Context: an optimization exercise on an open-source flow, tuned for a short achievable clock period and few clock cycles. The choices shown serve that exercise and are no tape-out recipe.
Function was not checked in any run shown here: the RTL went through the layout flow alone.
No activity file was given, so power comes from the tool's default toggle rates.

### design/flow/design.v
`timescale 1ns / 1ps
module two_to_one_multiplexer
#(parameter width = 16)
(
    input logic [width - 1:0] one,
    input logic [width - 1:0] two,
    input logic sel,
    output logic [width - 1:0] q
    );
    assign q = sel ? two : one;
endmodule
`timescale 1ns / 1ps
module three_to_one_multiplexer(
        input logic [1:0] sel,
        input logic [15:0] one,
        input logic [15:0] two,
        input logic [15:0] three,
        output logic [15:0] q
    );
    always_comb 
    begin
        case(sel)
            2'b00 : q = one;
            2'b01 : q = two;
            2'b10 : q = three;
            default : q = 0;
          endcase            
    end
endmodule
`timescale 1ns / 1ps
module four_to_one(
        input logic [15:0] one,
        input logic [15:0] two,
        input logic [15:0] three,
        input logic [15:0] four,
        input logic [1:0] sel,
        output logic [15:0] q
    );
    always_comb
    begin
    q = 0;
    if(sel == 2'b00) q = one;
    else if(sel == 2'b01) q = two;
    else if(sel == 2'b10) q = three;
    else if(sel == 2'b11) q = four;
    end
endmodule
`timescale 1ns / 1ps
module tristate_mux(
      input logic gate_pc,
      input logic gate_mar,
      input logic gate_mdr,
      input logic gate_alu,
      input logic [15:0] pc,
      input logic [15:0] mar,
      input logic [15:0] mdr,
      input logic [15:0] alu,
      output logic [15:0] q
    );
    always_comb
    begin   
    if(gate_pc == 1) q = pc;
    else if(gate_mdr == 1) q = mdr;
    else if(gate_mar == 1) q = mar;
    else if(gate_alu == 1) q = alu;
    else 
        q = 16'hx;
    end
endmodule
`timescale 1ns / 1ps
module ALU(
      input logic [1:0] aluk,
      input logic [15:0] one,
      input logic [15:0] two,
      output logic [15:0] q
    );
    always_comb
    begin
    q = 0;
    if(aluk==2'b00) q = one + two;
    else if(aluk==2'b01) q = one & two;
    else if(aluk==2'b10) q = ~one;
    else if(aluk==2'b11) q = one;
    end
endmodule
`timescale 1ns / 1ps
module ben(
        input logic [15:0] bus,
        input logic [15:0] ir,
        input logic        ld_cc,
        input logic        clk,
        input logic        reset,
        output logic       branch
    );
    logic n,z,p;
    logic N,Z,P;
    always_ff @(posedge clk)
     begin
        if(reset)
        begin
            n <= 1'b0;
            z <= 1'b0;
            p <= 1'b0;        
        end
        if(ld_cc) 
        begin
            n <= N;       
            z <= Z;      
            p <= P; 
        end
    end
    always_comb
    begin
         N = 1'b0;
         Z = 1'b0;
         P = 1'b0;
         if(bus[15] == 1'b1) 
         begin
            N = 1'b1;
            Z = 1'b0;
            P = 1'b0;
         end   
         else if (bus == 16'h0000) 
         begin
            N = 1'b0;
            Z = 1'b1;
            P = 1'b0;     
         end
         else if ((bus[15] == 1'b0) & (bus != 16'b0)) 
         begin
            N = 1'b0;
            Z = 1'b0;
            P = 1'b1; 
         end
    end
   assign branch = ((ir[11] & n) | (ir[10] & z) | (ir[9] & p)); 
endmodule
module load_reg #(
    parameter DATA_WIDTH = 1  
) (
	input  logic	    		  clk, 
	input  logic	    		  reset, 
	input  logic	    		  load,
	input  logic [DATA_WIDTH-1:0] data_i,  
	output logic [DATA_WIDTH-1:0] data_q
);
	logic [DATA_WIDTH-1:0] data_d;
	always_comb
	begin
		if (load) begin
			data_d = data_i;
		end else begin
			data_d = data_q;
		end
	end
	always_ff @(posedge clk)
	begin
			if(reset) begin  
				data_q <= '0;
			end else begin
				data_q <= data_d;
			end
	end
endmodule
`timescale 1ns / 1ps
module register(
      input logic [15:0] din,
      input logic [2:0] dr,
      input logic ld_reg,
      input logic [2:0] sr1,
      input logic [2:0] sr2,
      input logic       clk,
      input logic       reset,      
      output logic [15:0] sr1_out,
      output logic [15:0] sr2_out
    );
    logic [15:0] r00, r11, r22, r33, r44, r55, r66, r77;    
    logic ld_r0, ld_r1, ld_r2, ld_r3, ld_r4, ld_r5, ld_r6, ld_r7;
    always_comb 
    begin
    ld_r0 = 0;
    ld_r1 = 0;
    ld_r2 = 0;
    ld_r3 = 0;
    ld_r4 = 0;
    ld_r5 = 0;
    ld_r6 = 0;
    ld_r7 = 0;
    if(ld_reg)
        begin
        if(dr == 3'b000) ld_r0 = 1;
        else if(dr == 3'b001) ld_r1 = 1;
        else if(dr == 3'b010) ld_r2 = 1;
        else if(dr == 3'b011) ld_r3 = 1;
        else if(dr == 3'b100) ld_r4 = 1;
        else if(dr == 3'b101) ld_r5 = 1;
        else if(dr == 3'b110) ld_r6 = 1;
        else if(dr == 3'b111) ld_r7 = 1;
        end
    end
    always_comb 
    begin
        unique case(sr1)
            3'b000: sr1_out = r00;
            3'b001: sr1_out = r11;
            3'b010: sr1_out = r22;
            3'b011: sr1_out = r33;
            3'b100: sr1_out = r44;
            3'b101: sr1_out = r55;
            3'b110: sr1_out = r66;
            3'b111: sr1_out = r77;
        endcase
    end
    always_comb 
    begin
        unique case(sr2)
            3'b000: sr2_out = r00;
            3'b001: sr2_out = r11;
            3'b010: sr2_out = r22;
            3'b011: sr2_out = r33;
            3'b100: sr2_out = r44;
            3'b101: sr2_out = r55;
            3'b110: sr2_out = r66;
            3'b111: sr2_out = r77;
        endcase
    end
    load_reg #(.DATA_WIDTH(16)) r0 (
    .clk(clk),
    .reset(reset),
    .load(ld_r0),
    .data_i(din),
    .data_q(r00)
    );  
    load_reg #(.DATA_WIDTH(16)) r1 (
    .clk(clk),
    .reset(reset),
    .load(ld_r1),
    .data_i(din),
    .data_q(r11)
    );
    load_reg #(.DATA_WIDTH(16)) r2 (
    .clk(clk),
    .reset(reset),
    .load(ld_r2),
    .data_i(din),
    .data_q(r22)
    );
    load_reg #(.DATA_WIDTH(16)) r3 (
    .clk(clk),
    .reset(reset),
    .load(ld_r3),
    .data_i(din),
    .data_q(r33)
    );
load_reg #(.DATA_WIDTH(16)) r4 (
    .clk(clk),
    .reset(reset),
    .load(ld_r4),
    .data_i(din),
    .data_q(r44)
    );
load_reg #(.DATA_WIDTH(16)) r5 (
    .clk(clk),
    .reset(reset),
    .load(ld_r5),
    .data_i(din),
    .data_q(r55)
    );
load_reg #(.DATA_WIDTH(16)) r6 (
    .clk(clk),
    .reset(reset),
    .load(ld_r6),
    .data_i(din),
    .data_q(r66)
    );
load_reg #(.DATA_WIDTH(16)) r7 (
    .clk(clk),
    .reset(reset),
    .load(ld_r7),
    .data_i(din),
    .data_q(r77)
    );
endmodule
module control (
	input logic			clk, 
	input logic			reset,
	input logic  [15:0]	ir,
	input logic			ben,
	input logic 		continue_i,
	input logic 		run_i,
	output logic		ld_mar,
	output logic		ld_mdr,
	output logic		ld_ir,
	output logic		ld_pc,
	output logic        ld_led,
	output logic		gate_pc,
	output logic		gate_mdr,
	output logic        gate_alu,
	output logic        gate_marmux,
	output logic        ld_reg,
	output logic        mio_en,
	output logic [1:0]  aluk,
	output logic        sr2_mux,
    output logic        sr1_mux,
    output logic        ld_cc,
	output logic        dr_mux,
	output logic [1:0]	pc_mux,
	output logic        addr1_mux,
	output logic [1:0]  addr2_mux,
	output logic		mem_mem_ena,  
	output logic		mem_wr_ena   
);
	enum logic [4:0] {
		halted, 
		pause_ir1,
		pause_ir2, 
		s_18, 
		s_33_1,
		s_33_2,
		s_33_3,
		s_35,
		s_32,
		s_1,
		s_5,
		s_9,
		s_6,
		s_27,
		s_7,
		s_23,
		s_16_1,
		s_16_2,
		s_16_3,
		s_0,
		s_22,
		s_12,
		s_4,
		s_21,
		s_25_1,
		s_25_2,
		s_25_3
	} state, state_nxt;    
	always_ff @ (posedge clk)
	begin
		if (reset) 
			state <= halted;
		else 
			state <= state_nxt;
	end
	always_comb
	begin 
		ld_mar = 1'b0;
		ld_mdr = 1'b0;
		ld_ir = 1'b0;
		ld_pc = 1'b0;
		ld_led = 1'b0;
		ld_reg = 0;
		aluk =  0;
		addr1_mux = 0;
		addr2_mux = 0;
		mio_en = 1'b0;
		gate_pc = 1'b0;
		gate_mdr = 1'b0;
		gate_marmux = 1'b0;
		gate_alu = 1'b0;
		sr2_mux = 1'b0;
		sr1_mux = 1'b0;
		dr_mux = 0;
		pc_mux = 2'b10;
		mem_mem_ena = 1'b0;
		mem_wr_ena = 1'b0;
		ld_cc = 1'b0;
		case (state)
			halted: ; 
			s_18 : 
				begin 
					gate_pc = 1'b1;
					ld_mar = 1'b1;
					pc_mux = 2'b10;
					ld_pc = 1'b1;
				end
			s_33_1, s_33_2, s_33_3 :  
				begin
					mem_mem_ena = 1'b1;
					ld_mdr = 1'b1;
				end
			s_35 : 
				begin 
					gate_mdr = 1'b1;
					ld_ir = 1'b1;
				end
			pause_ir1: ld_led = 1'b1; 
			pause_ir2: ld_led = 1'b1;
			s_32 :;
			s_1:
			   begin
			       ld_reg = 1'b1;
			       gate_alu=1'b1;
			       aluk = 2'b00;
			       dr_mux = 1'b0;
			       ld_cc = 1'b1;
			       sr1_mux = 1;
			       sr2_mux = ir[5];
			   end
			s_5:
			   begin
			       ld_reg = 1'b1;
			       gate_alu=1'b1;
			       aluk = 2'b01;
			       dr_mux = 1'b0;
			       ld_cc = 1'b1;
			       sr1_mux = 1;
			       sr2_mux = ir[5];
			   end
			s_9:
			   begin
			       ld_reg = 1'b1;
			       gate_alu=1'b1;
			       aluk = 2'b10;
			       dr_mux = 1'b0;
			       ld_cc = 1'b1;
			       sr1_mux = 1;
			       sr2_mux = ir[5];
			   end
			s_0: ;
			s_12:
			   begin
			       aluk = 2'b11;
			       gate_alu = 1'b1;
			       pc_mux = 2'b00;
			       ld_pc = 1'b1;
			       sr1_mux = 1;
			   end
			 s_4:
			    begin
			        ld_reg = 1'b1;
			        gate_pc = 1'b1;
			        dr_mux = 1'b1;
			    end
			 s_21:
			    begin
			        ld_pc = 1'b1;
			        pc_mux = 2'b01;
			        addr1_mux = 1'b1;
			        addr2_mux = 2'b00;
			    end
			 s_6, s_7:
			     begin
			         sr1_mux = 1'b1;
			         addr1_mux = 1'b0;
			         addr2_mux = 2'b10;
			         gate_marmux = 1'b1;
			         ld_mar = 1'b1;
			     end
			 s_25_1, s_25_2, s_25_3:
			     begin
			         mem_mem_ena = 1'b1;
			         ld_mdr = 1'b1;			     
			     end
			 s_27:
			     begin
			         gate_mdr = 1'b1;
			         dr_mux = 1'b0;
			         ld_reg = 1'b1;
			         ld_cc = 1'b1;
			     end
			 s_23:
			     begin
			         sr1_mux = 1'b0;
			         aluk = 2'b11;
			         gate_alu = 1'b1;
			         ld_mdr=1'b1;
			     end
			 s_16_1, s_16_2, s_16_3:
			     begin
			         mem_wr_ena = 1'b1;
			         mem_mem_ena = 1;
			     end
			  s_22:
			  begin
			     addr1_mux = 1;
			     addr2_mux = 2'b01;
			     pc_mux = 2'b01;
			     ld_pc = 1;
			  end
			default : ;
		endcase
	end 
	always_comb
	begin
		state_nxt = state;
		unique case (state)
			halted : 
				if (run_i) 
					state_nxt = s_18;
			s_18 : 
				state_nxt = s_33_1;  
			s_33_1 :                  
				state_nxt = s_33_2;    
			s_33_2 :
				state_nxt = s_33_3;
			s_33_3 : 
				state_nxt = s_35;
			s_35 : 
				state_nxt = s_32;
			pause_ir1 : 
				if (continue_i) 
					state_nxt = pause_ir2;
			pause_ir2 : 
				if (~continue_i)
					state_nxt = s_18;
			s_32:
			   if(ir[15:12] == 4'b0001)
			         state_nxt = s_1;
			   else if(ir[15:12] == 4'b0101)
			         state_nxt = s_5;
			   else if(ir[15:12] == 4'b1001)
			         state_nxt = s_9;
			   else if(ir[15:12] == 4'b0000)
			         state_nxt = s_0;
			   else if(ir[15:12] == 4'b1100)
			         state_nxt = s_12;
			   else if(ir[15:12] == 4'b0100)
			         state_nxt = s_4;
			   else if(ir[15:12] == 4'b0110)
			         state_nxt = s_6;
			   else if(ir[15:12] == 4'b0111)
			         state_nxt = s_7;
			   else if(ir[15:12] == 4'b1101)
			         state_nxt = pause_ir1;
		  s_1:
		      state_nxt = s_18;
		  s_5:
		      state_nxt = s_18;
		  s_9:
		      state_nxt = s_18;
		  s_6:
		      state_nxt = s_25_1;
		  s_25_1:
		      state_nxt = s_25_2;
		  s_25_2:
		      state_nxt = s_25_3;
		  s_25_3:
		      state_nxt = s_27;
		  s_27:
		      state_nxt = s_18;
		  s_7:
		      state_nxt = s_23;
		  s_23:
		      state_nxt = s_16_1;
		  s_16_1:
		      state_nxt = s_16_2;
		  s_16_2:
		      state_nxt = s_16_3;
		  s_16_3:
		      state_nxt = s_18;
		  s_0:
		      if(ben)
		          state_nxt = s_22;
		      else
		          state_nxt = s_18;
		  s_22:
		      state_nxt = s_18;
		  s_12:
		      state_nxt = s_18;
		  s_4:
		      state_nxt = s_21;
		  s_21:
		      state_nxt = s_18;
			default :;
		endcase
	end
endmodule
module cpu (
    input   logic        clk,
    input   logic        reset,
    input   logic        run_i,
    input   logic        continue_i,
    output  logic [15:0] hex_display_debug,
    output  logic [15:0] led_o,
    output  logic        paused_o,
    input   logic [15:0] mem_rdata,
    output  logic [15:0] mem_wdata,
    output  logic [15:0] mem_addr,
    output  logic        mem_mem_ena,
    output  logic        mem_wr_ena
);
    localparam int R_IR   = 0;    
    localparam int R_PC1  = 16;   
    localparam int R_TGT  = 32;   
    localparam int R_PRED = 48;   
    localparam int RW     = 49;
    localparam int E_IR    = 0;    
    localparam int E_PC1   = 16;   
    localparam int E_TGT   = 32;   
    localparam int E_SR1   = 48;   
    localparam int E_SR2   = 56;   
    localparam int E_DR    = 64;   
    localparam int E_SR1I  = 72;   
    localparam int E_SR2I  = 75;   
    localparam int E_DRI   = 78;   
    localparam int E_ADD   = 81;
    localparam int E_AND   = 82;
    localparam int E_NOT   = 83;
    localparam int E_BR    = 84;
    localparam int E_JMP   = 85;
    localparam int E_JSR   = 86;
    localparam int E_LDR   = 87;
    localparam int E_STR   = 88;
    localparam int E_PSE   = 89;
    localparam int E_USE1  = 90;
    localparam int E_USE2  = 91;
    localparam int E_WR    = 92;
    localparam int E_ALU   = 93;
    localparam int E_IMM   = 94;
    localparam int E_PRED  = 95;
    localparam int EW      = 96;
    function automatic logic [15:0] tgt_of(input logic [15:0] w, input logic [15:0] pc1);
        logic [15:0] off;
        off = (w[15:12] == 4'b0100) ? {{5{w[10]}}, w[10:0]} : {{7{w[8]}}, w[8:0]};
        tgt_of = pc1 + off;
    endfunction
    function automatic logic [EW-1:0] decode(input logic [RW-1:0] r);
        logic [EW-1:0] e;
        logic [15:0] w;
        logic [3:0]  op;
        logic        fadd, fand, fnot, fbr, fjmp, fjsr, fldr, fstr, fpse, imm;
        logic [2:0]  s1, s2, d;
        w    = r[R_IR +: 16];
        op   = w[15:12];
        fadd = (op == 4'b0001);
        fand = (op == 4'b0101);
        fnot = (op == 4'b1001);
        fbr  = (op == 4'b0000);
        fjmp = (op == 4'b1100);
        fjsr = (op == 4'b0100);
        fldr = (op == 4'b0110);
        fstr = (op == 4'b0111);
        fpse = (op == 4'b1101);
        imm  = (fadd | fand) & w[5];
        s1   = w[8:6];
        s2   = fstr ? w[11:9] : w[2:0];
        d    = fjsr ? 3'd7 : w[11:9];
        e = '0;
        e[E_IR  +: 16] = w;
        e[E_PC1 +: 16] = r[R_PC1 +: 16];
        e[E_TGT +: 16] = r[R_TGT +: 16];
        e[E_SR1 +: 8]  = 8'b1 << s1;
        e[E_SR2 +: 8]  = imm ? 8'b0 : (8'b1 << s2);
        e[E_DR  +: 8]  = 8'b1 << d;
        e[E_SR1I +: 3] = s1;
        e[E_SR2I +: 3] = s2;
        e[E_DRI  +: 3] = d;
        e[E_ADD]   = fadd;
        e[E_AND]   = fand;
        e[E_NOT]   = fnot;
        e[E_BR]    = fbr;
        e[E_JMP]   = fjmp;
        e[E_JSR]   = fjsr;
        e[E_LDR]   = fldr;
        e[E_STR]   = fstr;
        e[E_PSE]   = fpse;
        e[E_USE1]  = fadd | fand | fnot | fjmp | fldr | fstr;
        e[E_USE2]  = ((fadd | fand) & ~w[5]) | fstr;
        e[E_WR]    = fadd | fand | fnot | fldr | fjsr;
        e[E_ALU]   = fadd | fand | fnot;
        e[E_IMM]   = imm;
        e[E_PRED]  = r[R_PRED];
        decode = e;
    endfunction
    localparam logic [1:0] S_HALT = 2'd0, S_RUN = 2'd1, S_P1 = 2'd2, S_P2 = 2'd3;
    logic [1:0]  run_st;
    logic [127:0] rf;           
    logic        cc_n, cc_z, cc_p;
    logic [15:0] pse_ir;
    logic [15:0] fpc;           
    logic [15:0] xpc;           
    logic [15:0] pa, pd;
    logic        pw;            
    logic        p_v;           
    logic [15:0] p_pc1;
    logic        p_pred;
    logic        p_ld, p_wreg, p_wcc, p_hn;
    logic [2:0]  p_dr;
    logic        s1_v, s1_ld, s1_wreg, s1_wcc, s1_pred;
    logic [2:0]  s1_dr;
    logic [15:0] s1_pc1;
    logic        s2_v, s2_ld, s2_wreg, s2_wcc, s2_pred;
    logic [2:0]  s2_dr;
    logic [15:0] s2_pc1;
    logic          xv;
    logic [EW-1:0] xe;
    logic [2:0]    qcnt;
    logic [RW-1:0] q0, q1, q2, q3;
    logic        smc_r;
    logic [15:0] x_ir, x_pc1, x_tgt;
    logic [7:0]  x_sr1, x_sr2, x_droh;
    logic [2:0]  x_sr1i, x_sr2i, x_dri;
    logic        x_add, x_and, x_not, x_br, x_jmp, x_jsr, x_ldr, x_str, x_pse;
    logic        x_use1, x_use2, x_wr, x_alu, x_imm, x_pred;
    assign x_ir    = xe[E_IR  +: 16];
    assign x_pc1   = xe[E_PC1 +: 16];
    assign x_tgt   = xe[E_TGT +: 16];
    assign x_sr1   = xe[E_SR1 +: 8];
    assign x_sr2   = xe[E_SR2 +: 8];
    assign x_droh  = xe[E_DR  +: 8];
    assign x_sr1i  = xe[E_SR1I +: 3];
    assign x_sr2i  = xe[E_SR2I +: 3];
    assign x_dri   = xe[E_DRI  +: 3];
    assign x_add   = xe[E_ADD];
    assign x_and   = xe[E_AND];
    assign x_not   = xe[E_NOT];
    assign x_br    = xe[E_BR];
    assign x_jmp   = xe[E_JMP];
    assign x_jsr   = xe[E_JSR];
    assign x_ldr   = xe[E_LDR];
    assign x_str   = xe[E_STR];
    assign x_pse   = xe[E_PSE];
    assign x_use1  = xe[E_USE1];
    assign x_use2  = xe[E_USE2];
    assign x_wr    = xe[E_WR];
    assign x_alu   = xe[E_ALU];
    assign x_imm   = xe[E_IMM];
    assign x_pred  = xe[E_PRED];
    logic [15:0] opa, opb, sum, alu_res, agen;
    always_comb begin
        opa = '0;
        opb = {16{x_imm}} & {{11{x_ir[4]}}, x_ir[4:0]};
        for (int i = 0; i < 8; i++) begin
            opa = opa | ({16{x_sr1[i]}} & rf[i*16 +: 16]);
            opb = opb | ({16{x_sr2[i]}} & rf[i*16 +: 16]);
        end
    end
    assign sum     = opa + opb;
    assign alu_res = x_add ? sum : (x_and ? (opa & opb) : ~opa);
    assign agen    = opa + {{10{x_ir[5]}}, x_ir[5:0]};
    logic alu_z, alu_n;
    assign alu_z = x_add ? (((opa ^ opb) ^ {opa[14:0] | opb[14:0], 1'b0}) == 16'h0)
                         : ((x_and ? (opa & opb) : ~opa) == 16'h0);
    assign alu_n = alu_res[15];
    logic cond;
    assign cond = (x_ir[11] & cc_n) | (x_ir[10] & cc_z) | (x_ir[9] & cc_p);
    logic raw, cch, hazard;
    assign raw = (p_ld & p_wreg  & ((x_use1 & (p_dr  == x_sr1i)) | (x_use2 & (p_dr  == x_sr2i))))
               | (s1_v & s1_ld & s1_wreg & ((x_use1 & (s1_dr == x_sr1i)) | (x_use2 & (s1_dr == x_sr2i))))
               | (s2_v & s2_ld & s2_wreg & ((x_use1 & (s2_dr == x_sr1i)) | (x_use2 & (s2_dr == x_sr2i))));
    assign cch = x_br & ((p_ld & p_wcc) | (s1_v & s1_ld & s1_wcc) | (s2_v & s2_ld & s2_wcc));
    assign hazard = raw | cch;
    logic x_fire, x_taken, x_redir, redir, x_mem;
    logic [15:0] raddr;
    assign x_fire  = xv & (run_st == S_RUN) & ~(pw & p_hn) & ~smc_r & ~hazard;
    assign x_taken = (x_br & cond) | x_jsr;
    assign x_redir = x_fire & (x_jmp | (x_taken != x_pred) | (x_pred & ~(x_br | x_jsr)));
    assign redir   = smc_r | x_redir;
    assign raddr   = smc_r ? xpc : (x_jmp ? opa : (x_taken ? x_tgt : x_pc1));
    assign x_mem   = x_fire & (x_ldr | x_str);
    logic kill_cc;
    assign kill_cc = x_fire & (x_alu | x_ldr);
    function automatic logic kill_reg(input logic [2:0] d);
        kill_reg = x_fire & x_wr & (x_dri == d);
    endfunction
    logic [15:0] btb_v;
    logic [11:0] btb_tag [0:15];
    logic [15:0] btb_tgt [0:15];
    logic        bhit;
    logic [15:0] btgt;
    logic [15:0] x_pc;
    assign bhit = btb_v[fpc[3:0]] & (btb_tag[fpc[3:0]] == fpc[15:4]);
    assign btgt = btb_tgt[fpc[3:0]];
    assign x_pc = x_pc1 - 16'd1;
    logic        p_fetch;       
    logic [2:0]  occ;
    logic        room, can_fetch;
    logic [15:0] faddr, faddr1, fpc1;
    assign p_fetch   = (run_st == S_HALT) ? run_i : p_v;
    assign occ       = {2'b0, xv} + qcnt + {2'b0, p_fetch} + {2'b0, s1_v & ~s1_ld} + {2'b0, s2_v & ~s2_ld};
    assign room      = (occ <= 3'd4);
    assign can_fetch = ~x_mem & ((run_st != S_HALT) | run_i) & (redir | room);
    assign faddr     = redir ? raddr : fpc;
    assign faddr1    = faddr + 16'd1;
    assign fpc1      = fpc + 16'd1;
    assign mem_addr    = pa;
    assign mem_mem_ena = 1'b1;
    assign mem_wr_ena  = pw;
    assign mem_wdata   = pd;
    logic          arr_fetch;
    logic [RW-1:0] arr_r;
    assign arr_fetch = s2_v & ~s2_ld & ~redir;
    assign arr_r = {s2_pred, tgt_of(mem_rdata, s2_pc1), s2_pc1, mem_rdata};
    logic ld_we, ld_cc;
    assign ld_we = s2_v & s2_ld & s2_wreg & ~kill_reg(s2_dr);
    assign ld_cc = s2_v & s2_ld & s2_wcc & ~kill_cc;
    logic [15:0] pa1;
    logic        hit;
    assign pa1 = pa + 16'd1;
    assign hit = pw & (
                   (xv & (x_pc1 == pa1))
                 | ((qcnt > 3'd0) & (q0[R_PC1 +: 16] == pa1))
                 | ((qcnt > 3'd1) & (q1[R_PC1 +: 16] == pa1))
                 | ((qcnt > 3'd2) & (q2[R_PC1 +: 16] == pa1))
                 | ((qcnt > 3'd3) & (q3[R_PC1 +: 16] == pa1))
                 | (s1_v & ~s1_ld & (s1_pc1 == pa1))
                 | (s2_v & ~s2_ld & (s2_pc1 == pa1)));
    assign paused_o = run_st[1];
    assign led_o = pse_ir;
    assign hex_display_debug = pse_ir;
    always_ff @(posedge clk) begin
        if (reset) begin
            run_st <= S_HALT;
            rf     <= '0;
            cc_n   <= 1'b0;
            cc_z   <= 1'b0;
            cc_p   <= 1'b0;
            pse_ir <= '0;
            fpc    <= 16'd1;
            xpc    <= '0;
            pa     <= '0;
            pw     <= 1'b0;
            p_v    <= 1'b0;
            p_pc1  <= 16'd1;
            p_pred <= 1'b0;
            p_ld   <= 1'b0;
            s1_v   <= 1'b0;
            s2_v   <= 1'b0;
            xv     <= 1'b0;
            qcnt   <= '0;
            smc_r  <= 1'b0;
            btb_v  <= '0;
        end else begin
            case (run_st)
                S_HALT: if (run_i) run_st <= S_RUN;
                S_RUN:  if (x_fire & x_pse) run_st <= S_P1;
                S_P1:   if (continue_i) run_st <= S_P2;
                S_P2:   if (~continue_i) run_st <= S_RUN;
            endcase
            if (x_fire & x_pse) pse_ir <= x_ir;
            for (int i = 0; i < 8; i++) begin
                if (x_fire & x_alu & x_droh[i])      rf[i*16 +: 16] <= alu_res;
                else if (x_fire & x_jsr & (i == 7))  rf[i*16 +: 16] <= x_pc1;
                else if (ld_we & (s2_dr == i[2:0]))  rf[i*16 +: 16] <= mem_rdata;
            end
            if (x_fire & x_alu) begin
                cc_n <= alu_n;
                cc_z <= alu_z;
                cc_p <= ~alu_n & ~alu_z;
            end else if (ld_cc) begin
                cc_n <= mem_rdata[15];
                cc_z <= (mem_rdata == 16'h0);
                cc_p <= ~mem_rdata[15] & (mem_rdata != 16'h0);
            end
            if (x_fire) xpc <= x_redir ? raddr : x_pc1;
            if (x_fire & x_taken & ~x_pred) begin
                btb_v[x_pc[3:0]]   <= 1'b1;
                btb_tag[x_pc[3:0]] <= x_pc[15:4];
                btb_tgt[x_pc[3:0]] <= x_tgt;
            end
            if (pw & (btb_tag[pa[3:0]] == pa[15:4])) btb_v[pa[3:0]] <= 1'b0;
            smc_r <= hit;
            pd     <= opb;
            p_dr   <= x_dri;
            p_wreg <= 1'b1;
            p_wcc  <= 1'b1;
            p_hn   <= (agen == x_pc1);
            if (x_mem) begin
                pa   <= agen;
                pw   <= x_str;
                p_ld <= x_ldr;
                p_v  <= 1'b0;
            end else begin
                pw   <= 1'b0;
                p_ld <= 1'b0;
                p_v  <= can_fetch;
                if (can_fetch) begin
                    pa     <= faddr;
                    p_pc1  <= faddr1;
                    p_pred <= ~redir & bhit;
                    fpc    <= redir ? faddr1 : (bhit ? btgt : fpc1);
                end else if (redir) begin
                    fpc    <= raddr;
                end
            end
            s1_v    <= (p_fetch & ~redir) | p_ld;
            s1_ld   <= p_ld;
            s1_dr   <= p_dr;
            s1_wreg <= p_wreg & ~kill_reg(p_dr);
            s1_wcc  <= p_wcc & ~kill_cc;
            s1_pc1  <= p_pc1;
            s1_pred <= p_pred;
            s2_v    <= s1_v & ~(redir & ~s1_ld);
            s2_ld   <= s1_ld;
            s2_dr   <= s1_dr;
            s2_wreg <= s1_wreg & ~kill_reg(s1_dr);
            s2_wcc  <= s1_wcc & ~kill_cc;
            s2_pc1  <= s1_pc1;
            s2_pred <= s1_pred;
            if (redir) begin
                xv   <= 1'b0;
                qcnt <= '0;
            end else if (~xv | x_fire) begin
                if (qcnt != 3'd0) begin
                    xe <= decode(q0);
                    xv <= 1'b1;
                    q0 <= q1;
                    q1 <= q2;
                    q2 <= q3;
                    if (arr_fetch) begin
                        case (qcnt)
                            3'd1: q0 <= arr_r;
                            3'd2: q1 <= arr_r;
                            3'd3: q2 <= arr_r;
                            default: q3 <= arr_r;
                        endcase
                    end else begin
                        qcnt <= qcnt - 3'd1;
                    end
                end else begin
                    xv <= arr_fetch;
                    if (arr_fetch) xe <= decode(arr_r);
                end
            end else if (arr_fetch) begin
                case (qcnt)
                    3'd0: q0 <= arr_r;
                    3'd1: q1 <= arr_r;
                    3'd2: q2 <= arr_r;
                    default: q3 <= arr_r;
                endcase
                qcnt <= qcnt + 3'd1;
            end
        end
    end
endmodule
### design/flow/run.sh
#!/bin/bash
# synth_recipe.tcl (not shown) runs the flow's synth.tcl, then flattens the netlist and writes it again
# the make line also repeats each setting of config.mk as NAME=value (left out here)
make -C /OpenROAD-flow-scripts/flow DESIGN_CONFIG=/design/flow/config.mk WORK_HOME=/design/flow/orfs CLKGATE_MAP_FILE= SYNTH_SCRIPT=/design/flow/synth_recipe.tcl finish
### design/flow/config.mk
export PLATFORM = sky130hd
export DESIGN_NAME = cpu
export DESIGN_NICKNAME = cpu
export VERILOG_FILES = /design/flow/design.v
export SDC_FILE = /design/flow/constraint.sdc
export NUM_CORES = 4
export LEC_CHECK = 0
export ABC_CLOCK_PERIOD_IN_PS = 2800
export CAP_MARGIN = 20
export CORE_MARGIN = 2
export CORE_UTILIZATION = 40
export SETUP_SLACK_MARGIN = 4.0
export SLEW_MARGIN = 20
### design/flow/constraint.sdc
create_clock -name core_clock -period 7.0 [get_ports {clk}]
set_input_delay 1.4000 -clock core_clock [delete_from_list [all_inputs] [get_ports {clk}]]
set_output_delay 1.4000 -clock core_clock [all_outputs]
set_load 0.01 [all_outputs]
==> run notes, run 1 <==
status - complete, no violations
Post-synth EDFFs - 802
CP Data Required Time - 7.63 ns
Final GP Congestion - 0.9425
fin nets - 5116
Fillers - 10.21k
Flop pwr share - 31.3%
DRC errors left - 0
Worst R2R Start - xe[62]
Reg2Reg Depth - 12
FP Rows - 133
TritonCTS Buffers - 110
Critical Path Fanout Max - 8
Total GRT Usage - 29.03%
synthesized area per cell - 12.32 µm²
Relative slew margins - 23.82%
Reg clk slew, reported paths - 0.06 ns
Warnings, synthesis - 1
final hold vios - 0
Compound-Gate Fraction of Synth Area - 11.49%
Initial Util - 40.17%
Remaining Overflow, GRT - 0
crit path DAT - 4.52 ns
Cell Chain, Critical Path - buf_4, buf_4, a221oi_1, nand4_1, ha_2, nor3_1, a211oi_4, o31a_1, nor2_2, xnor2_2, a21oi_4, a221oi_1
fin area - 73130 µm²
die span in y - 366.9 µm
Top FF cell, synth - edfxtp_1
placed cell count - 5904
clock sink total - 1050
Starting DRT DRC Count - 6808
Die W - 366.9 µm
crit start category - flop
Worst Max-Slew Pin Slew - 1.139 ns
Initial DRT Pass Iterations - 9
routed len/inst - 30.29 µm
area growth from synthesis to layout - 38.82%
final setup skew - 0.04550 ns
combinational share of power - 49.5%
largest net degree at the start of global routing - 75
crit-path max cell delay - 0.68 ns
Static Leak - 0.02690 µW
Slew Limit Fails - 0
Top Usage Layer GRT - met2
min-delay src - p_pc1[6]
Finished Layout Cells - 6857
R2R Setup Slk - 3.11 ns
number of global-route vias before repair - 40.91k
Skew-Pair Late Insertion Delay - 0.77 ns
Worst Hold Depth - 0
CTS tree - built
asr flop ratio synth - 0%
CP max stage cell - nor3_1
DP Area - 55670 µm²
main combinational cell family by area after synthesis - multiplexers
Sw Share - 39.02%
GR Util met2 - 42.97%
mux cell area share after synthesis - 12.76%
ANT nets after route - 0
clock power share - 19.2%
Syn Inst Count - 4277
antenna violations before repair - 10
highest clock rate - 256.8 MHz
met1 Use GR - 39.71%
CP endpoint kind - flop
Routed WL - 207700 µm
vias after detailed routing - 43.41k
mapped cell area - 52680 µm²
PortBufs - 85
io pins - 87
Buf/Inv on CP - 2
Post-Synth Simple-Gate Area - 9.563%
Distinct cells, synth - 82
worst hold endpoint - s1_pc1[6]
CORE AREA - 131100 µm²
RSZ-0062 raised after global routing - true
Max-cap violations - 0
final setup fails - 0
Final Cycle Share - 55.63%
net switching power - 11850 µW
setup tns final - 0 ns
hold_ws - 0.4344 ns
Clock Tree Buf Depth - 3
min-delay worst type - flop to flop
share of cells above drive strength 1 - 38.13%
Synth Register Bits - 1050
VDD IR max - 0.2812 mV
CTS root buf - clkbuf_16
Mapped Nets - 4388
H-tree Lvls - 3
sequential area share after synthesis - 55.14%
global-route wire length before repair - 288000 µm
Synth Area in XOR/XNOR - 5.211%
Tmin final - 3.894 ns
die footprint - 134600 µm²
WS Path Type - flop to flop
Crit Reg-Reg Endpoint - rf[124]
cell family with most CP delay - compound AO/OA/AOI/OAI gates
adder-cell share of the synthesized area - 2.247%
Power Internal - 18520 µW
DR vias/cell - 6.330
met3 usage - 6.989%
Power Density - 415.3 nW/µm²
HPWL Detailed - 112800 µm
-- through the flow --
step	setup WS (ns)	utilization, %	total power [µW]
2_1_floorplan	2.277	-	15170
3_3_place_gp	1.856	42.42	18230
3_5_place_dp	1.782	42.45	18320
4_1_cts	3.302	52.94	28250
5_1_grt	3.018	55.76	31220
6_report	3.106	55.77	30370
-- Yosys cell counts (all sizes together) (12+ instances only) --
library cell | instances | area (µm²)
mux2 | 75 | 844.6
a21o | 20 | 150.1
nor2b | 25 | 156.4
nor3 | 60 | 300.3
a22oi | 118 | 885.9
nor2 | 388 | 1456
nand3 | 71 | 355.3
a311oi | 12 | 105.1
ha | 85 | 1064
inv | 142 | 533.0
a211oi | 136 | 1021
a31oi | 23 | 143.9
a222oi | 58 | 580.6
and2 | 22 | 137.6
clkbuf | 240 | 900.9
a21oi | 178 | 894.6
o21ai | 105 | 536.8
buf | 80 | 451.7
xnor2 | 153 | 1340
xnor3 | 18 | 405.4
nand2b | 28 | 175.2
a221o | 12 | 120.1
edfxtp | 802 | 24080
and3 | 27 | 168.9
a221oi | 32 | 280.3
mux4 | 191 | 4302
nand2 | 341 | 1282
xor2 | 106 | 928.4
o211ai | 21 | 162.6
nand4 | 59 | 369.1
nor4 | 31 | 224.0
mux2i | 157 | 1575
dfxtp | 248 | 4965
a22o | 17 | 148.9
o22ai | 53 | 331.6
-- kinds of logic (layout without fill, tap and decap cells) --
| logic type | Yosys count | count (layout) |
|---|---|---|
| DFF | 1050 | 1050 |
| buffers and inverters | 462 | 1257 |
| adders and majority gates | 91 | 91 |
| AOI/OAI and AO/OA | 864 | 870 |
| muxes | 423 | 423 |
| and+or+nand+nor | 1106 | 1127 |
| xor gates and xnor gates | 280 | 280 |
| other | 1 | 4 |
-- repair_timing --
item                                    4_1_cts  5_1_grt
hold buffers                                  0        0
buffers inserted                            487      151
endpoints found under the setup margin     1293     1208
endpoints found under the hold margin         0        0
gates resized for setup                    1024      492
pin swaps                                   348      220
gates cloned                                 88       18
-- worst max-delay path by stage --
stage,from,to,slack [ns],cells past startpoint
floorplan,s1_ld,xe[0],2.28,9
global placement,mem_rdata[1],q0[46],1.86,13
detailed placement,mem_rdata[1],q0[46],1.78,13
CTS,xe[58],rf[127],3.30,14
global route,xe[58],rf[124],3.02,17
finish,xe[62],rf[124],3.11,12
-- layout by cell type, fill, tap and decap left out, drive strengths merged, types with 32 or more instances in the layout --
cell	instances
nor3	60
edfxtp	802
mux2	75
a21oi	183
xor2	106
o22ai	53
inv	140
a221oi	32
clkbuf	168
nand2	341
o21ai	106
dfxtp	248
dlygate4sd2	68
nand3	71
a22oi	118
mux4	191
and2	36
xnor2	153
nand4	59
ha	85
mux2i	157
clkinv	39
buf	816
a222oi	58
a211oi	136
nor2	391
-- sequential cells by signal, indices dropped and copies added (netlist names), 49 cells and up, named ones only --
name	cells
q1	49
q2	49
q3	49
btb_tgt	256
rf	128
btb_tag	192
xe	92
q0	49
-- power groups by stage --
stage                     Sequential (µW)  Clock, µW  Combinational, µW
after global placement               9830          0               8410
after CTS                            9420       5850              13000
after global routing                 9530       6090              15600
after floorplan                      8880          0               6290
final                                9510       5830              15000
after detailed placement             9840          0               8470
-- per-layer routing --
| metal | vias up | wire (µm) |
|---|---|---|
| met3 | 694 | 26130 |
| li1 | 17880 | - |
| met2 | 3184 | 90900 |
| met4 | 10 | 12470 |
| met1 | 21640 | 78120 |
| met5 | - | 99 |
-- final cells by class --
cell class / count / area, µm² / share of cell area [%]
tap: 1755 / 2196 / 3.003
sequential: 1050 / 29130 / 39.84
antenna: 3 / 7.507 / 0.01027
clock buffer: 156 / 3015 / 4.124
inverter: 142 / 564.3 / 0.7717
timing repair buffer: 909 / 11320 / 15.48
multi-input combinational: 2792 / 26390 / 36.09
clock inverter: 50 / 494.2 / 0.6758
==> run 2: changes to the inputs <==
--- a/design/flow/design.v
+++ b/design/flow/design.v
@@ -592,38 +592,50 @@
     localparam int E_IR    = 0;    
     localparam int E_PC1   = 16;   
     localparam int E_TGT   = 32;   
-    localparam int E_SR1   = 48;   
-    localparam int E_SR2   = 56;   
-    localparam int E_DR    = 64;   
-    localparam int E_SR1I  = 72;   
-    localparam int E_SR2I  = 75;   
-    localparam int E_DRI   = 78;   
-    localparam int E_ADD   = 81;
-    localparam int E_AND   = 82;
-    localparam int E_NOT   = 83;
-    localparam int E_BR    = 84;
-    localparam int E_JMP   = 85;
-    localparam int E_JSR   = 86;
-    localparam int E_LDR   = 87;
-    localparam int E_STR   = 88;
-    localparam int E_PSE   = 89;
-    localparam int E_USE1  = 90;
-    localparam int E_USE2  = 91;
-    localparam int E_WR    = 92;
-    localparam int E_ALU   = 93;
-    localparam int E_IMM   = 94;
-    localparam int E_PRED  = 95;
-    localparam int EW      = 96;
+    localparam int E_DR    = 48;   
+    localparam int E_SR1I  = 56;   
+    localparam int E_SR2I  = 59;   
+    localparam int E_DRI   = 62;   
+    localparam int E_ADD   = 65;
+    localparam int E_AND   = 66;
+    localparam int E_NOT   = 67;
+    localparam int E_BR    = 68;
+    localparam int E_JMP   = 69;
+    localparam int E_JSR   = 70;
+    localparam int E_LDR   = 71;
+    localparam int E_STR   = 72;
+    localparam int E_PSE   = 73;
+    localparam int E_USE1  = 74;
+    localparam int E_USE2  = 75;
+    localparam int E_WR    = 76;
+    localparam int E_ALU   = 77;
+    localparam int E_IMM   = 78;
+    localparam int E_PRED  = 79;
+    localparam int E_ZOFF  = 80;   
+    localparam int EW      = 81;
+    function automatic logic [15:0] add16(input logic [15:0] a, input logic [15:0] b);
+        logic [15:0] g, p, t;
+        g = a & b;
+        p = a ^ b;
+        t = p;
+        for (int d = 1; d < 16; d = d * 2) begin
+            for (int i = 15; i >= d; i--) begin
+                g[i] = g[i] | (t[i] & g[i-d]);
+                t[i] = t[i] & t[i-d];
+            end
+        end
+        add16 = p ^ {g[14:0], 1'b0};
+    endfunction
     function automatic logic [15:0] tgt_of(input logic [15:0] w, input logic [15:0] pc1);
         logic [15:0] off;
         off = (w[15:12] == 4'b0100) ? {{5{w[10]}}, w[10:0]} : {{7{w[8]}}, w[8:0]};
-        tgt_of = pc1 + off;
+        tgt_of = add16(pc1, off);
     endfunction
     function automatic logic [EW-1:0] decode(input logic [RW-1:0] r);
         logic [EW-1:0] e;
         logic [15:0] w;
         logic [3:0]  op;
-        logic        fadd, fand, fnot, fbr, fjmp, fjsr, fldr, fstr, fpse, imm;
+        logic        fadd, fand, fnot, fbr, fjmp, fjsr, fldr, fstr, fpse;
         logic [2:0]  s1, s2, d;
         w    = r[R_IR +: 16];
         op   = w[15:12];
@@ -636,7 +648,6 @@
         fldr = (op == 4'b0110);
         fstr = (op == 4'b0111);
         fpse = (op == 4'b1101);
-        imm  = (fadd | fand) & w[5];
         s1   = w[8:6];
         s2   = fstr ? w[11:9] : w[2:0];
         d    = fjsr ? 3'd7 : w[11:9];
@@ -644,8 +655,6 @@
         e[E_IR  +: 16] = w;
         e[E_PC1 +: 16] = r[R_PC1 +: 16];
         e[E_TGT +: 16] = r[R_TGT +: 16];
-        e[E_SR1 +: 8]  = 8'b1 << s1;
-        e[E_SR2 +: 8]  = imm ? 8'b0 : (8'b1 << s2);
         e[E_DR  +: 8]  = 8'b1 << d;
         e[E_SR1I +: 3] = s1;
         e[E_SR2I +: 3] = s2;
@@ -663,8 +672,9 @@
         e[E_USE2]  = ((fadd | fand) & ~w[5]) | fstr;
         e[E_WR]    = fadd | fand | fnot | fldr | fjsr;
         e[E_ALU]   = fadd | fand | fnot;
-        e[E_IMM]   = imm;
+        e[E_IMM]   = (fadd | fand) & w[5];
         e[E_PRED]  = r[R_PRED];
+        e[E_ZOFF]  = fjsr ? (w[10:0] == 11'd0) : (w[8:0] == 9'd0);
         decode = e;
     endfunction
     localparam logic [1:0] S_HALT = 2'd0, S_RUN = 2'd1, S_P1 = 2'd2, S_P2 = 2'd3;
@@ -689,19 +699,18 @@
     logic [15:0] s2_pc1;
     logic          xv;
     logic [EW-1:0] xe;
+    logic [15:0]   opa, opb;    
     logic [2:0]    qcnt;
     logic [RW-1:0] q0, q1, q2, q3;
     logic        smc_r;
     logic [15:0] x_ir, x_pc1, x_tgt;
-    logic [7:0]  x_sr1, x_sr2, x_droh;
+    logic [7:0]  x_droh;
     logic [2:0]  x_sr1i, x_sr2i, x_dri;
     logic        x_add, x_and, x_not, x_br, x_jmp, x_jsr, x_ldr, x_str, x_pse;
-    logic        x_use1, x_use2, x_wr, x_alu, x_imm, x_pred;
+    logic        x_use1, x_use2, x_wr, x_alu, x_imm, x_pred, x_zoff;
     assign x_ir    = xe[E_IR  +: 16];
     assign x_pc1   = xe[E_PC1 +: 16];
     assign x_tgt   = xe[E_TGT +: 16];
-    assign x_sr1   = xe[E_SR1 +: 8];
-    assign x_sr2   = xe[E_SR2 +: 8];
     assign x_droh  = xe[E_DR  +: 8];
     assign x_sr1i  = xe[E_SR1I +: 3];
     assign x_sr2i  = xe[E_SR2I +: 3];
@@ -721,18 +730,11 @@
     assign x_alu   = xe[E_ALU];
     assign x_imm   = xe[E_IMM];
     assign x_pred  = xe[E_PRED];
-    logic [15:0] opa, opb, sum, alu_res, agen;
-    always_comb begin
-        opa = '0;
-        opb = {16{x_imm}} & {{11{x_ir[4]}}, x_ir[4:0]};
-        for (int i = 0; i < 8; i++) begin
-            opa = opa | ({16{x_sr1[i]}} & rf[i*16 +: 16]);
-            opb = opb | ({16{x_sr2[i]}} & rf[i*16 +: 16]);
-        end
-    end
-    assign sum     = opa + opb;
+    assign x_zoff  = xe[E_ZOFF];
+    logic [15:0] sum, alu_res, agen;
+    assign sum     = add16(opa, opb);
     assign alu_res = x_add ? sum : (x_and ? (opa & opb) : ~opa);
-    assign agen    = opa + {{10{x_ir[5]}}, x_ir[5:0]};
+    assign agen    = add16(opa, {{10{x_ir[5]}}, x_ir[5:0]});
     logic alu_z, alu_n;
     assign alu_z = x_add ? (((opa ^ opb) ^ {opa[14:0] | opb[14:0], 1'b0}) == 16'h0)
                          : ((x_and ? (opa & opb) : ~opa) == 16'h0);
@@ -746,26 +748,27 @@
     assign cch = x_br & ((p_ld & p_wcc) | (s1_v & s1_ld & s1_wcc) | (s2_v & s2_ld & s2_wcc));
     assign hazard = raw | cch;
     logic x_fire, x_taken, x_redir, redir, x_mem;
-    logic [15:0] raddr;
+    logic [15:0] raddr, raddr1;
     assign x_fire  = xv & (run_st == S_RUN) & ~(pw & p_hn) & ~smc_r & ~hazard;
-    assign x_taken = (x_br & cond) | x_jsr;
+    assign x_taken = ((x_br & cond) | x_jsr) & ~x_zoff;
     assign x_redir = x_fire & (x_jmp | (x_taken != x_pred) | (x_pred & ~(x_br | x_jsr)));
     assign redir   = smc_r | x_redir;
     assign raddr   = smc_r ? xpc : (x_jmp ? opa : (x_taken ? x_tgt : x_pc1));
+    assign raddr1  = smc_r ? (xpc + 16'd1) : (x_jmp ? (opa + 16'd1) : (x_taken ? (x_tgt + 16'd1) : (x_pc1 + 16'd1)));
     assign x_mem   = x_fire & (x_ldr | x_str);
     logic kill_cc;
     assign kill_cc = x_fire & (x_alu | x_ldr);
     function automatic logic kill_reg(input logic [2:0] d);
         kill_reg = x_fire & x_wr & (x_dri == d);
     endfunction
-    logic [15:0] btb_v;
-    logic [11:0] btb_tag [0:15];
-    logic [15:0] btb_tgt [0:15];
+    logic [7:0]  btb_v;
+    logic [12:0] btb_tag [0:7];
+    logic [15:0] btb_tgt [0:7];
     logic        bhit;
     logic [15:0] btgt;
     logic [15:0] x_pc;
-    assign bhit = btb_v[fpc[3:0]] & (btb_tag[fpc[3:0]] == fpc[15:4]);
-    assign btgt = btb_tgt[fpc[3:0]];
+    assign bhit = btb_v[fpc[2:0]] & (btb_tag[fpc[2:0]] == fpc[15:3]);
+    assign btgt = btb_tgt[fpc[2:0]];
     assign x_pc = x_pc1 - 16'd1;
     logic        p_fetch;       
     logic [2:0]  occ;
@@ -776,8 +779,8 @@
     assign room      = (occ <= 3'd4);
     assign can_fetch = ~x_mem & ((run_st != S_HALT) | run_i) & (redir | room);
     assign faddr     = redir ? raddr : fpc;
-    assign faddr1    = faddr + 16'd1;
     assign fpc1      = fpc + 16'd1;
+    assign faddr1    = redir ? raddr1 : fpc1;
     assign mem_addr    = pa;
     assign mem_mem_ena = 1'b1;
     assign mem_wr_ena  = pw;
@@ -789,6 +792,27 @@
     logic ld_we, ld_cc;
     assign ld_we = s2_v & s2_ld & s2_wreg & ~kill_reg(s2_dr);
     assign ld_cc = s2_v & s2_ld & s2_wcc & ~kill_cc;
+    logic          take, hold;
+    logic [EW-1:0] nxe;
+    logic [15:0]   nir;
+    logic [2:0]    nsr1, nsr2;
+    logic          nimm;
+    assign take = ~xv | x_fire;
+    assign hold = ~take;
+    assign nxe  = (qcnt != 3'd0) ? decode(q0) : decode(arr_r);
+    assign nir  = hold ? x_ir : nxe[E_IR +: 16];
+    assign nsr1 = hold ? x_sr1i : nxe[E_SR1I +: 3];
+    assign nsr2 = hold ? x_sr2i : nxe[E_SR2I +: 3];
+    assign nimm = hold ? x_imm  : nxe[E_IMM];
+    logic [15:0] x_wdata;
+    logic        x_we;
+    assign x_we    = x_fire & (x_alu | x_jsr);
+    assign x_wdata = x_jsr ? x_pc1 : alu_res;
+    function automatic logic [15:0] rd_fwd(input logic [2:0] r);
+        if (x_we & (x_dri == r))         rd_fwd = x_wdata;
+        else if (ld_we & (s2_dr == r))   rd_fwd = mem_rdata;
+        else                             rd_fwd = rf[r*16 +: 16];
+    endfunction
     logic [15:0] pa1;
     logic        hit;
     assign pa1 = pa + 16'd1;
@@ -849,11 +873,11 @@
             end
             if (x_fire) xpc <= x_redir ? raddr : x_pc1;
             if (x_fire & x_taken & ~x_pred) begin
-                btb_v[x_pc[3:0]]   <= 1'b1;
-                btb_tag[x_pc[3:0]] <= x_pc[15:4];
-                btb_tgt[x_pc[3:0]] <= x_tgt;
+                btb_v[x_pc[2:0]]   <= 1'b1;
+                btb_tag[x_pc[2:0]] <= x_pc[15:3];
+                btb_tgt[x_pc[2:0]] <= x_tgt;
             end
-            if (pw & (btb_tag[pa[3:0]] == pa[15:4])) btb_v[pa[3:0]] <= 1'b0;
+            if (pw & (btb_tag[pa[2:0]] == pa[15:3])) btb_v[pa[2:0]] <= 1'b0;
             smc_r <= hit;
             pd     <= opb;
             p_dr   <= x_dri;
@@ -873,7 +897,7 @@
                     pa     <= faddr;
                     p_pc1  <= faddr1;
                     p_pred <= ~redir & bhit;
-                    fpc    <= redir ? faddr1 : (bhit ? btgt : fpc1);
+                    fpc    <= redir ? raddr1 : (bhit ? btgt : fpc1);
                 end else if (redir) begin
                     fpc    <= raddr;
                 end
@@ -892,12 +916,14 @@
             s2_wcc  <= s1_wcc & ~kill_cc;
             s2_pc1  <= s1_pc1;
             s2_pred <= s1_pred;
+            opa <= rd_fwd(nsr1);
+            opb <= nimm ? {{11{nir[4]}}, nir[4:0]} : rd_fwd(nsr2);
             if (redir) begin
                 xv   <= 1'b0;
                 qcnt <= '0;
-            end else if (~xv | x_fire) begin
+            end else if (take) begin
                 if (qcnt != 3'd0) begin
-                    xe <= decode(q0);
+                    xe <= nxe;
                     xv <= 1'b1;
                     q0 <= q1;
                     q1 <= q2;
@@ -914,7 +940,7 @@
                     end
                 end else begin
                     xv <= arr_fetch;
-                    if (arr_fetch) xe <= decode(arr_r);
+                    if (arr_fetch) xe <= nxe;
                 end
             end else if (arr_fetch) begin
                 case (qcnt)
==> design/flow/config.mk (replaced) <==
export PLATFORM = sky130hd
export DESIGN_NAME = cpu
export DESIGN_NICKNAME = cpu
export VERILOG_FILES = /design/flow/design.v
export SDC_FILE = /design/flow/constraint.sdc
export NUM_CORES = 4
export LEC_CHECK = 0
export ABC_CLOCK_PERIOD_IN_PS = 2500
export CAP_MARGIN = 20
export CORE_MARGIN = 2
export CORE_UTILIZATION = 40
export SETUP_SLACK_MARGIN = 4.3
export SLEW_MARGIN = 20
export TNS_END_PERCENT = 20
==> run notes, run 2 <==
status - complete, no violations
crit path DAT - 4.14 ns
Reg clk slew, reported paths - 0.06 ns
routed len/inst - 28.36 µm
met1 Use GR - 39.27%
R2R Setup Slk - 3.37 ns
Top FF cell, synth - edfxtp_1
Sw Share - 42.86%
VDD IR max - 0.2224 mV
Finished Layout Cells - 6344
crit start category - flop
CTS root buf - clkbuf_16
Flop pwr share - 29.6%
largest net degree at the start of global routing - 82
final setup skew - 0.04150 ns
CORE AREA - 114200 µm²
synthesized area per cell - 10.50 µm²
asr flop ratio synth - 0%
leading area contributor after synthesis - edfxtp_1
Initial Util - 40.28%
worst hold endpoint - s2_pred
fin area - 59390 µm²
CP Data Required Time - 7.51 ns
Warnings, synthesis - 1
DR vias/cell - 6.270
PortBufs - 85
final setup fails - 0
Power Internal - 16700 µW
Worst Max-Slew Pin Slew - 1.159 ns
mapped cell area - 46000 µm²
min-delay src - s1_pred
TritonCTS Buffers - 93
FP Rows - 124
clock sink total - 841
min-delay worst type - flop to flop
Post-synth EDFFs - 603
Relative slew margins - 22.71%
Tmin final - 3.627 ns
Buf/Inv on CP - 4
Worst R2R Start - xe[57]
Fillers - 9714
RSZ-0062 raised after global routing - true
top cells by area, synth - edfxtp_1 39%, dfxtp_1 10%, mux2i_1 4.9%
die span in y - 343.1 µm
DRC errors left - 0
vias after detailed routing - 39.77k
area share of the largest cell type after synthesis - 39.36%
Remaining Overflow, GRT - 0
highest clock rate - 275.7 MHz
combinational share of power - 53.5%
crit-path max cell delay - 0.54 ns
DP Worst Slack - 1.196 ns
antenna violations before repair - 3
H-tree Lvls - 3
die footprint - 117700 µm²
Routed WL - 179900 µm
share of cells above drive strength 1 - 26.27%
placed cell count - 5759
Starting DRT DRC Count - 5700
Die W - 343.1 µm
area growth from synthesis to layout - 29.10%
hold buffer count at cts - 0
fin nets - 4864
Max-cap violations - 0
Clock Tree Buf Depth - 3
cell with the most instances after synthesis - edfxtp_1
Worst Hold Depth - 0
Static Leak - 0.02128 µW
most frequent cells after synthesis - 603 x edfxtp_1, 525 x nand2_1, 459 x nor2_1, 238 x dfxtp_1, 231 x a21oi_1
Cell Chain, Critical Path - xnor2_1, and4_1, o21a_2, o41ai_4, buf_6, buf_6, mux2_4, buf_4, and2_1, buf_12, a32oi_2, nand4_1, a31oi_1
Syn Inst Count - 4381
Power Density - 492.1 nW/µm²
CTS tree - built
cell family with most CP delay - compound AO/OA/AOI/OAI gates
Crit Reg-Reg Endpoint - opa[9]
Skew-Pair Late Insertion Delay - 0.69 ns
WS Path Type - flop to flop
Distinct cells, synth - 97
final hold vios - 0
Final GP Congestion - 0.9392
commonest cells after routing, fill and taps aside - 603 x edfxtp_1, 502 x nand2_1, 429 x nor2_1, 316 x buf_4, 216 x dfxtp_1
Critical Path Fanout Max - 16
Initial DRT Pass Iterations - 6
CP endpoint kind - flop
Top Usage Layer GRT - met2
Reg2Reg Depth - 13
met3 usage - 6.073%
setup tns final - 0 ns
HPWL Detailed - 108500 µm
DP Area - 48480 µm²
GR Util met2 - 43.12%
Total GRT Usage - 28.74%
number of global-route vias before repair - 36.22k
cell mode on critical path - buf_6
Mapped Nets - 4490
net switching power - 12520 µW
Final Cycle Share - 51.81%
ANT nets after route - 0
PnR worst setup slack - 3.373 ns
io pins - 87
global-route wire length before repair - 250900 µm
clock power share - 16.8%
commonest non-fill, non-tap cell in the layout - edfxtp_1
sequential area share after synthesis - 49.72%
Slew Limit Fails - 0
Synth Register Bits - 841
CP max stage cell - edfxtp_1
[run 2: changes by cell type after synthesis, moves of 32 or more]
| cell | change |
|---|---|
| inv_1 | -44 |
| edfxtp_1 | -199 |
| mux4_2 | -105 |
| mux2i_1 | +67 |
| nor2_1 | +71 |
| a211oi_1 | +32 |
| nand3_1 | +50 |
| a32oi_1 | +39 |
| o22ai_1 | +36 |
| a21oi_1 | +54 |
| nand2_1 | +185 |
| a22oi_1 | -101 |
| a222oi_1 | -58 |
[run 2: metal layers]
layer,vias to the layer above,share of wire [%]
met5,-,0
met2,2705,43
met1,19430,39
met4,0,6.3
met3,616,12
li1,17020,-
[run 2: kinds of logic (layout without fill, tap and decap cells)]
group	Yosys count	in the layout	synth area share, %
and+or+nand+nor	1449	1454	14.10
DFF	841	841	49.72
other	1	2	0.008152
AOI/OAI and AO/OA	893	896	12.78
buffers and inverters	436	874	3.958
muxes	381	385	10.83
adders and majority gates	89	89	2.519
xor gates and xnor gates	291	291	6.082
[run 2: final cells by class]
class                   count  area (µm²)  share of cell area, %
inverters                 105       445.4                 0.7500
clock buffers             131        2613                  4.399
diodes                      1       2.502               0.004214
well taps                1512        1892                  3.186
multi-input cells        3116       24320                  40.96
flip-flops and latches    841       22920                  38.60
clock inverters            40       375.4                 0.6321
repair buffers            597        6803                  11.45
repair inverters            1       8.758                0.01475
[run 2: timing repair]
item,CTS,global route
resized for setup,505,360
gates cloned,39,21
setup buffers,199,153
endpoints found under the setup margin,1119,1112
pin swaps,115,138
[run 2: worst max path at each step]
stage                start     end  depth (start not counted)
floorplan           xe[61]   xe[0]                         11
global placement     run_i  fpc[5]                         11
detailed placement   run_i  fpc[5]                         11
CTS                  pa[2]   smc_r                          9
global route        xe[56]  rf[53]                         13
finish              xe[57]  opa[9]                         13
[run 2: power groups by stage]
stage	Clock [µW]	Sequential (µW)	Combinational [µW]
2_1_floorplan	0	7780	7720
4_1_cts	4940	8610	13500
3_5_place_dp	0	8790	10600
5_1_grt	5130	8700	16400
3_3_place_gp	0	8770	10500
6_report	4920	8660	15600
[run 2: stage by stage]
step                      hold WS, ns  utilization (%)  total power (µW)
final                          0.4276            52.01             29220
after detailed placement       0.4104            42.46             19430
after floorplan                0.4003                -             15500
after CTS                      0.4263            49.10             27040
after global routing           0.4367            52.01             30210
after global placement         0.4099            42.43             19280

[static timing again, ports no longer ideal]
Ports are ideal in the flow. The routed layouts listed here were re-timed in OpenROAD. Step 1: set_driving_cell puts a clkbuf_16 on clk and a buf_2 on each other input, an assumption about the parent block. Step 2 times the ports against the registers' clock, not the clock port: input delays grow and output delays shrink by t, the midpoint of the rising clock arrivals with the driver on. a / b / c = no drivers / after step 1 / after step 2; a / b = the first two.
run	t (ns)	slack for setup (ns)	worst setup path after step 2
run 1	0.817	3.106 / 3.106 / 2.685	input to register
run 2	0.744	3.373 / 3.373 / 2.710	input to register
After both steps setup and hold are still met in every run listed. For run 2, which loses most, drivers alone change the setup slack by 0.000 ns; drivers and shift together by -0.663 ns.
